Source: an optimization exercise on an open RTL-to-GDS flow (aim: small area). Production flows keep margins and buffers that such runs may drop.
No activity file was given, so power comes from the tool's default toggle rates.

==> 01-07 <==
// vending_top
module vending_top (
    input  wire       clk,
    input  wire       sys_rst,
    input  wire       btn_reset,
    input  wire       btn_confirm,
    input  wire       btn_nickel,
    input  wire       btn_dime,
    input  wire       btn_quarter,
    input  wire       sw_sel0,
    input  wire       sw_sel1,
    input  wire       sw_restock,
    output wire [6:0] seg,
    output wire       dp,
    output wire [3:0] an,
    output wire [3:0] led
);
    wire en_1hz, en_mux, en_debounce, en_capture, en_after;
    wire [1:0] mux_sel;
    wire rst, rst_pulse;
    wire db_sel0, db_sel1, db_restock;
    wire pulse_confirm, pulse_nickel, pulse_dime, pulse_quarter;
    wire [3:0] digit3, digit2, digit1, digit0;
    assign rst = rst_pulse | sys_rst;
    clock_divider u_clkdiv (
        .clk(clk), .rst(rst),
        .en_1hz(en_1hz), .en_mux(en_mux), .en_debounce(en_debounce),
        .en_capture(en_capture), .en_after(en_after), .mux_sel(mux_sel)
    );
    debouncer #(.PULSE(1)) u_db_reset (
        .clk(clk), .rst(rst), .rst_level(sys_rst),
        .en_capture(en_capture), .en_sample(en_debounce), .en_after(en_after),
        .raw_in(btn_reset), .db_level(), .db_pulse(rst_pulse)
    );
  ...
==> module clock_divider, before the edit <==
module clock_divider (
    input  wire       clk,
    input  wire       rst,
    output wire       en_1hz,
    output wire       en_mux,
    output wire       en_debounce,
    output wire       en_capture,   
    output wire       en_after,     
    output wire [1:0] mux_sel
);
    reg [6:0] c;
    reg [9:0] k;
    wire c_top = &c;
    always @(posedge clk) begin
        if (rst) begin
            c <= 7'd27;
            k <= 10'd24;
        end else begin
            c <= c_top ? 7'd28 : c + 7'd1;
            if (c_top)
                k <= (&k) ? 10'd24 : k + 10'd1;
        end
    end
    assign en_debounce = c_top;
    assign en_mux      = c_top & k[0];
    assign en_1hz      = c_top & (&k);
    assign en_capture  = (c == 7'd125);
    assign en_after    = (c == 7'd28);
    assign mux_sel     = k[2:1];
endmodule
==> module debouncer, before the edit <==
module debouncer #(parameter PULSE = 1) (
    input  wire clk,
    input  wire rst,          
    input  wire rst_level,    
    input  wire en_capture,
    input  wire en_sample,
    input  wire en_after,
    input  wire raw_in,
    output wire db_level,
    output wire db_pulse
);
    localparam ROSE = 4'd15;
    reg samp;
    always @(posedge clk)
        if (en_capture)
            samp <= raw_in;
    reg [3:0] count;
    reg       db_reg;
    always @(posedge clk) begin
        if (rst)
            count <= 4'd0;
        else if (en_sample) begin
            if (samp != db_reg) begin
                if (count == 4'd10)
                    count <= (PULSE && samp) ? ROSE : 4'd0;
                else if (PULSE && count == ROSE)
                    count <= 4'd1;
                else
                    count <= count + 4'd1;
            end else
                count <= 4'd0;
        end
    end
    always @(posedge clk) begin
        if (rst_level)
            db_reg <= 1'b0;
        else if (en_sample && samp != db_reg && count == 4'd10)
            db_reg <= samp;
    end
    assign db_level = db_reg;
    assign db_pulse = PULSE ? (en_after & (count == ROSE)) : 1'b0;
endmodule
==> module vending_top, before the edit <==
module vending_top (
    input  wire       clk,
    input  wire       sys_rst,
    input  wire       btn_reset,
    input  wire       btn_confirm,
    input  wire       btn_nickel,
    input  wire       btn_dime,
    input  wire       btn_quarter,
    input  wire       sw_sel0,
    input  wire       sw_sel1,
    input  wire       sw_restock,
    output wire [6:0] seg,
    output wire       dp,
    output wire [3:0] an,
    output wire [3:0] led
);
    wire en_1hz, en_mux, en_debounce, en_capture, en_after;
    wire [1:0] mux_sel;
    wire rst, rst_pulse;
    wire db_sel0, db_sel1, db_restock;
    wire pulse_confirm, pulse_nickel, pulse_dime, pulse_quarter;
    wire [3:0] digit3, digit2, digit1, digit0;
    assign rst = rst_pulse | sys_rst;
    clock_divider u_clkdiv (
        .clk(clk), .rst(rst),
        .en_1hz(en_1hz), .en_mux(en_mux), .en_debounce(en_debounce),
        .en_capture(en_capture), .en_after(en_after), .mux_sel(mux_sel)
    );
    debouncer #(.PULSE(1)) u_db_reset (
        .clk(clk), .rst(rst), .rst_level(sys_rst),
        .en_capture(en_capture), .en_sample(en_debounce), .en_after(en_after),
        .raw_in(btn_reset), .db_level(), .db_pulse(rst_pulse)
    );
    debouncer #(.PULSE(1)) u_db_confirm (
        .clk(clk), .rst(rst), .rst_level(rst),
        .en_capture(en_capture), .en_sample(en_debounce), .en_after(en_after),
        .raw_in(btn_confirm), .db_level(), .db_pulse(pulse_confirm)
    );
    debouncer #(.PULSE(1)) u_db_nickel (
        .clk(clk), .rst(rst), .rst_level(rst),
        .en_capture(en_capture), .en_sample(en_debounce), .en_after(en_after),
        .raw_in(btn_nickel), .db_level(), .db_pulse(pulse_nickel)
    );
    debouncer #(.PULSE(1)) u_db_dime (
        .clk(clk), .rst(rst), .rst_level(rst),
        .en_capture(en_capture), .en_sample(en_debounce), .en_after(en_after),
        .raw_in(btn_dime), .db_level(), .db_pulse(pulse_dime)
    );
    debouncer #(.PULSE(1)) u_db_quarter (
        .clk(clk), .rst(rst), .rst_level(rst),
        .en_capture(en_capture), .en_sample(en_debounce), .en_after(en_after),
        .raw_in(btn_quarter), .db_level(), .db_pulse(pulse_quarter)
    );
    debouncer #(.PULSE(0)) u_db_sel0 (
        .clk(clk), .rst(rst), .rst_level(rst),
        .en_capture(en_capture), .en_sample(en_debounce), .en_after(en_after),
        .raw_in(sw_sel0), .db_level(db_sel0), .db_pulse()
    );
    debouncer #(.PULSE(0)) u_db_sel1 (
        .clk(clk), .rst(rst), .rst_level(rst),
        .en_capture(en_capture), .en_sample(en_debounce), .en_after(en_after),
        .raw_in(sw_sel1), .db_level(db_sel1), .db_pulse()
    );
    debouncer #(.PULSE(0)) u_db_restock (
        .clk(clk), .rst(rst), .rst_level(rst),
        .en_capture(en_capture), .en_sample(en_debounce), .en_after(en_after),
        .raw_in(sw_restock), .db_level(db_restock), .db_pulse()
    );
    fsm_controller u_fsm (
        .clk(clk), .rst(rst), .en_1hz(en_1hz),
        .btn_confirm(pulse_confirm), .btn_nickel(pulse_nickel),
        .btn_dime(pulse_dime), .btn_quarter(pulse_quarter),
        .sw_item({db_sel1, db_sel0}), .sw_restock(db_restock),
        .digit3(digit3), .digit2(digit2), .digit1(digit1), .digit0(digit0),
        .item_leds(led)
    );
    seg_display u_seg (
        .sel(mux_sel),
        .digit3(digit3), .digit2(digit2), .digit1(digit1), .digit0(digit0),
        .seg(seg), .dp(dp), .an(an)
    );
endmodule
clock: 10.0 ns
lec_check: 0
abc_area: 1
cap_margin: 20
core_margin: 2
core_utilization: 40
slew_margin: 20
run.sh (not shown) runs the stock make flow with config.mk's settings and CLKGATE_MAP_FILE= SYNTH_SCRIPT=/design/flow/synth_recipe.tcl, a recipe that flattens the netlist after the stock synthesis.
==> 01-16: changes against 01-07 <==
--- a/flow/design.v
+++ b/flow/design.v
@@ -10,13 +10,26 @@
 );
+    localparam [6:0] C_PRE = 7'd78;
+    localparam [6:0] C_S0  = 7'd28;
+    localparam [6:0] C_S97 = 7'd99;
+    localparam [6:0] C_S99 = 7'd14;    
+    localparam [6:0] H_S0   = 7'd0;
+    localparam [6:0] H_S124 = 7'd80;   
     reg [6:0] c;
-    reg [9:0] k;
-    wire c_top = &c;
+    reg [2:0] lo;
+    reg [6:0] hi;
+    wire c_top  = (c == C_S99);
+    wire lo_top = (lo == 3'd7);
+    wire hi_top = (hi == H_S124);
     always @(posedge clk) begin
         if (rst) begin
-            c <= 7'd27;
-            k <= 10'd24;
+            c  <= C_PRE;
+            lo <= 3'd0;
+            hi <= H_S0;
         end else begin
-            c <= c_top ? 7'd28 : c + 7'd1;
-            if (c_top)
-                k <= (&k) ? 10'd24 : k + 10'd1;
+            c <= {c[5:0], ~(c[6] ^ c[5]) & ~c_top};
+            if (c_top) begin
+                lo <= lo + 3'd1;
+                if (lo_top)
+                    hi <= {hi[5], hi[4] & ~hi_top, hi[3:0], ~(hi[6] ^ hi[5])};
+            end
         end
@@ -24,9 +37,9 @@
     assign en_debounce = c_top;
-    assign en_mux      = c_top & k[0];
-    assign en_1hz      = c_top & (&k);
-    assign en_capture  = (c == 7'd125);
-    assign en_after    = (c == 7'd28);
-    assign mux_sel     = k[2:1];
+    assign en_mux      = c_top & lo[0];
+    assign en_1hz      = c_top & lo_top & hi_top;
+    assign en_capture  = (c == C_S97);
+    assign en_after    = (c == C_S0);
+    assign mux_sel     = lo[2:1];
 endmodule
-module debouncer #(parameter PULSE = 1) (
+module debouncer #(parameter LEVEL = 1) (
     input  wire clk,
@@ -41,9 +54,7 @@
 );
-    localparam ROSE = 4'd15;
-    reg samp;
-    always @(posedge clk)
-        if (en_capture)
-            samp <= raw_in;
+    localparam [3:0] PEND = 4'd5;
     reg [3:0] count;
     reg       db_reg;
+    wire pend  = (count == PEND);
+    wire apply = pend & (LEVEL ? en_sample : en_after);
     always @(posedge clk) begin
@@ -51,13 +62,6 @@
             count <= 4'd0;
-        else if (en_sample) begin
-            if (samp != db_reg) begin
-                if (count == 4'd10)
-                    count <= (PULSE && samp) ? ROSE : 4'd0;
-                else if (PULSE && count == ROSE)
-                    count <= 4'd1;
-                else
-                    count <= count + 4'd1;
-            end else
-                count <= 4'd0;
-        end
+        else if (en_capture)
+            count <= (raw_in != db_reg) ? {count[2:0], ~(count[3] ^ count[2])} : 4'd0;
+        else if (apply)
+            count <= 4'd0;
     end
@@ -66,7 +70,7 @@
             db_reg <= 1'b0;
-        else if (en_sample && samp != db_reg && count == 4'd10)
-            db_reg <= samp;
+        else if (apply)
+            db_reg <= ~db_reg;
     end
     assign db_level = db_reg;
-    assign db_pulse = PULSE ? (en_after & (count == ROSE)) : 1'b0;
+    assign db_pulse = en_after & pend & ~db_reg;
 endmodule
@@ -340,3 +344,3 @@
     );
-    debouncer #(.PULSE(1)) u_db_reset (
+    debouncer #(.LEVEL(0)) u_db_reset (
         .clk(clk), .rst(rst), .rst_level(sys_rst),
@@ -345,3 +349,3 @@
     );
-    debouncer #(.PULSE(1)) u_db_confirm (
+    debouncer #(.LEVEL(0)) u_db_confirm (
         .clk(clk), .rst(rst), .rst_level(rst),
@@ -350,3 +354,3 @@
     );
-    debouncer #(.PULSE(1)) u_db_nickel (
+    debouncer #(.LEVEL(0)) u_db_nickel (
         .clk(clk), .rst(rst), .rst_level(rst),
@@ -355,3 +359,3 @@
     );
-    debouncer #(.PULSE(1)) u_db_dime (
+    debouncer #(.LEVEL(0)) u_db_dime (
         .clk(clk), .rst(rst), .rst_level(rst),
@@ -360,3 +364,3 @@
     );
-    debouncer #(.PULSE(1)) u_db_quarter (
+    debouncer #(.LEVEL(0)) u_db_quarter (
         .clk(clk), .rst(rst), .rst_level(rst),
@@ -365,3 +369,3 @@
     );
-    debouncer #(.PULSE(0)) u_db_sel0 (
+    debouncer #(.LEVEL(1)) u_db_sel0 (
         .clk(clk), .rst(rst), .rst_level(rst),
@@ -370,3 +374,3 @@
     );
-    debouncer #(.PULSE(0)) u_db_sel1 (
+    debouncer #(.LEVEL(1)) u_db_sel1 (
         .clk(clk), .rst(rst), .rst_level(rst),
@@ -375,3 +379,3 @@
     );
-    debouncer #(.PULSE(0)) u_db_restock (
+    debouncer #(.LEVEL(1)) u_db_restock (
         .clk(clk), .rst(rst), .rst_level(rst),
CTS_BUF_LIST = sky130_fd_sc_hd__clkbuf_2 sky130_fd_sc_hd__clkbuf_4 sky130_fd_sc_hd__clkbuf_8   (was not set)
==> 03-02: changes against 01-07 <==
--- a/flow/design.v
+++ b/flow/design.v
@@ -10,13 +10,26 @@
 );
+    localparam [6:0] C_PRE = 7'd78;
+    localparam [6:0] C_S0  = 7'd28;
+    localparam [6:0] C_S97 = 7'd99;
+    localparam [6:0] C_S99 = 7'd14;    
+    localparam [6:0] H_S0   = 7'd0;
+    localparam [6:0] H_S124 = 7'd80;   
     reg [6:0] c;
-    reg [9:0] k;
-    wire c_top = &c;
+    reg [2:0] lo;
+    reg [6:0] hi;
+    wire c_top  = (c == C_S99);
+    wire lo_top = (lo == 3'd7);
+    wire hi_top = (hi == H_S124);
     always @(posedge clk) begin
         if (rst) begin
-            c <= 7'd27;
-            k <= 10'd24;
+            c  <= C_PRE;
+            lo <= 3'd0;
+            hi <= H_S0;
         end else begin
-            c <= c_top ? 7'd28 : c + 7'd1;
-            if (c_top)
-                k <= (&k) ? 10'd24 : k + 10'd1;
+            c <= {c[5:0], ~(c[6] ^ c[5]) & ~c_top};
+            if (c_top) begin
+                lo <= lo + 3'd1;
+                if (lo_top)
+                    hi <= {hi[5], hi[4] & ~hi_top, hi[3:0], ~(hi[6] ^ hi[5])};
+            end
         end
@@ -24,9 +37,9 @@
     assign en_debounce = c_top;
-    assign en_mux      = c_top & k[0];
-    assign en_1hz      = c_top & (&k);
-    assign en_capture  = (c == 7'd125);
-    assign en_after    = (c == 7'd28);
-    assign mux_sel     = k[2:1];
+    assign en_mux      = c_top & lo[0];
+    assign en_1hz      = c_top & lo_top & hi_top;
+    assign en_capture  = (c == C_S97);
+    assign en_after    = (c == C_S0);
+    assign mux_sel     = lo[2:1];
 endmodule
-module debouncer #(parameter PULSE = 1) (
+module debouncer #(parameter LEVEL = 1) (
     input  wire clk,
@@ -41,9 +54,7 @@
 );
-    localparam ROSE = 4'd15;
-    reg samp;
-    always @(posedge clk)
-        if (en_capture)
-            samp <= raw_in;
+    localparam [3:0] PEND = 4'd5;
     reg [3:0] count;
     reg       db_reg;
+    wire pend  = (count == PEND);
+    wire apply = pend & (LEVEL ? en_sample : en_after);
     always @(posedge clk) begin
@@ -51,13 +62,6 @@
             count <= 4'd0;
-        else if (en_sample) begin
-            if (samp != db_reg) begin
-                if (count == 4'd10)
-                    count <= (PULSE && samp) ? ROSE : 4'd0;
-                else if (PULSE && count == ROSE)
-                    count <= 4'd1;
-                else
-                    count <= count + 4'd1;
-            end else
-                count <= 4'd0;
-        end
+        else if (en_capture)
+            count <= (raw_in != db_reg) ? {count[2:0], ~(count[3] ^ count[2])} : 4'd0;
+        else if (apply)
+            count <= 4'd0;
     end
@@ -66,7 +70,7 @@
             db_reg <= 1'b0;
-        else if (en_sample && samp != db_reg && count == 4'd10)
-            db_reg <= samp;
+        else if (apply)
+            db_reg <= ~db_reg;
     end
     assign db_level = db_reg;
-    assign db_pulse = PULSE ? (en_after & (count == ROSE)) : 1'b0;
+    assign db_pulse = en_after & pend & ~db_reg;
 endmodule
@@ -340,3 +344,3 @@
     );
-    debouncer #(.PULSE(1)) u_db_reset (
+    debouncer #(.LEVEL(0)) u_db_reset (
         .clk(clk), .rst(rst), .rst_level(sys_rst),
@@ -345,3 +349,3 @@
     );
-    debouncer #(.PULSE(1)) u_db_confirm (
+    debouncer #(.LEVEL(0)) u_db_confirm (
         .clk(clk), .rst(rst), .rst_level(rst),
@@ -350,3 +354,3 @@
     );
-    debouncer #(.PULSE(1)) u_db_nickel (
+    debouncer #(.LEVEL(0)) u_db_nickel (
         .clk(clk), .rst(rst), .rst_level(rst),
@@ -355,3 +359,3 @@
     );
-    debouncer #(.PULSE(1)) u_db_dime (
+    debouncer #(.LEVEL(0)) u_db_dime (
         .clk(clk), .rst(rst), .rst_level(rst),
@@ -360,3 +364,3 @@
     );
-    debouncer #(.PULSE(1)) u_db_quarter (
+    debouncer #(.LEVEL(0)) u_db_quarter (
         .clk(clk), .rst(rst), .rst_level(rst),
@@ -365,3 +369,3 @@
     );
-    debouncer #(.PULSE(0)) u_db_sel0 (
+    debouncer #(.LEVEL(1)) u_db_sel0 (
         .clk(clk), .rst(rst), .rst_level(rst),
@@ -370,3 +374,3 @@
     );
-    debouncer #(.PULSE(0)) u_db_sel1 (
+    debouncer #(.LEVEL(1)) u_db_sel1 (
         .clk(clk), .rst(rst), .rst_level(rst),
@@ -375,3 +379,3 @@
     );
-    debouncer #(.PULSE(0)) u_db_restock (
+    debouncer #(.LEVEL(1)) u_db_restock (
         .clk(clk), .rst(rst), .rst_level(rst),
CORE_UTILIZATION = 60   (was 40)
CTS_BUF_LIST = sky130_fd_sc_hd__clkbuf_2 sky130_fd_sc_hd__clkbuf_4 sky130_fd_sc_hd__clkbuf_8   (was not set)
CTS_CLUSTER_DIAMETER = 200   (was not set)
CTS_CLUSTER_SIZE = 40   (was not set)
==> summary of the runs <==
01-07 completed without violations. 01-16 completed without violations. 03-02 went through all stages and came out clean.
The highest core utilization belongs to 03-02, the lowest to 01-16.
Global-route usage: 03-02 > 01-16 > 01-07.
Die area, highest first: 01-07, 01-16, 03-02.
Total power, highest first: 01-07, 03-02, 01-16.
Synthesized area: 01-07 is higher than 01-16 (about 14%).
Maximum frequency: 01-07 > 03-02 > 01-16.
Of 03-02 and 01-16, 01-16 has the higher routed wire length (gap 5.4%, measured against 01-16).
In 01-16 the clock skew is higher than in 01-07, by 0.0058 ns.
Worst setup slack: 03-02 is higher than 01-16 (0.024 ns).
Via count: 01-16 < 03-02 < 01-07.
Clock power, lowest first: 01-16, 03-02, 01-07.
Function was not checked in any run of this note: the RTL went through the layout flow alone.

-- port drivers added, routing unchanged --
No port has a modelled driver above. Below, the same layouts with a new extraction and two added sets of constraints. Step 1 assumes that a clkbuf_16 drives the clock port and a buf_2 every other input. Step 2 moves the port delays by t, midway between the first and last clock arrival at a register: inputs arrive t later, outputs are due t later. That takes back most of the time a late clock gives input paths. Slacks: ideal ports / drivers / drivers and shift; pairs: ideal ports / drivers.
run	shift t [ns]	slack for setup (ns)	hold slack, ns	worst setup path after step 2
01-07	0.378	4.852 / 4.815 / 5.193	0.486 / 0.486 / 0.486	register to output
01-16	0.406	4.639 / 4.603 / 5.010	0.462 / 0.462 / 0.462	register to output
03-02	0.374	4.663 / 4.629 / 5.003	0.461 / 0.461 / 0.461	register to output
After both steps setup and hold are still met in every run listed.
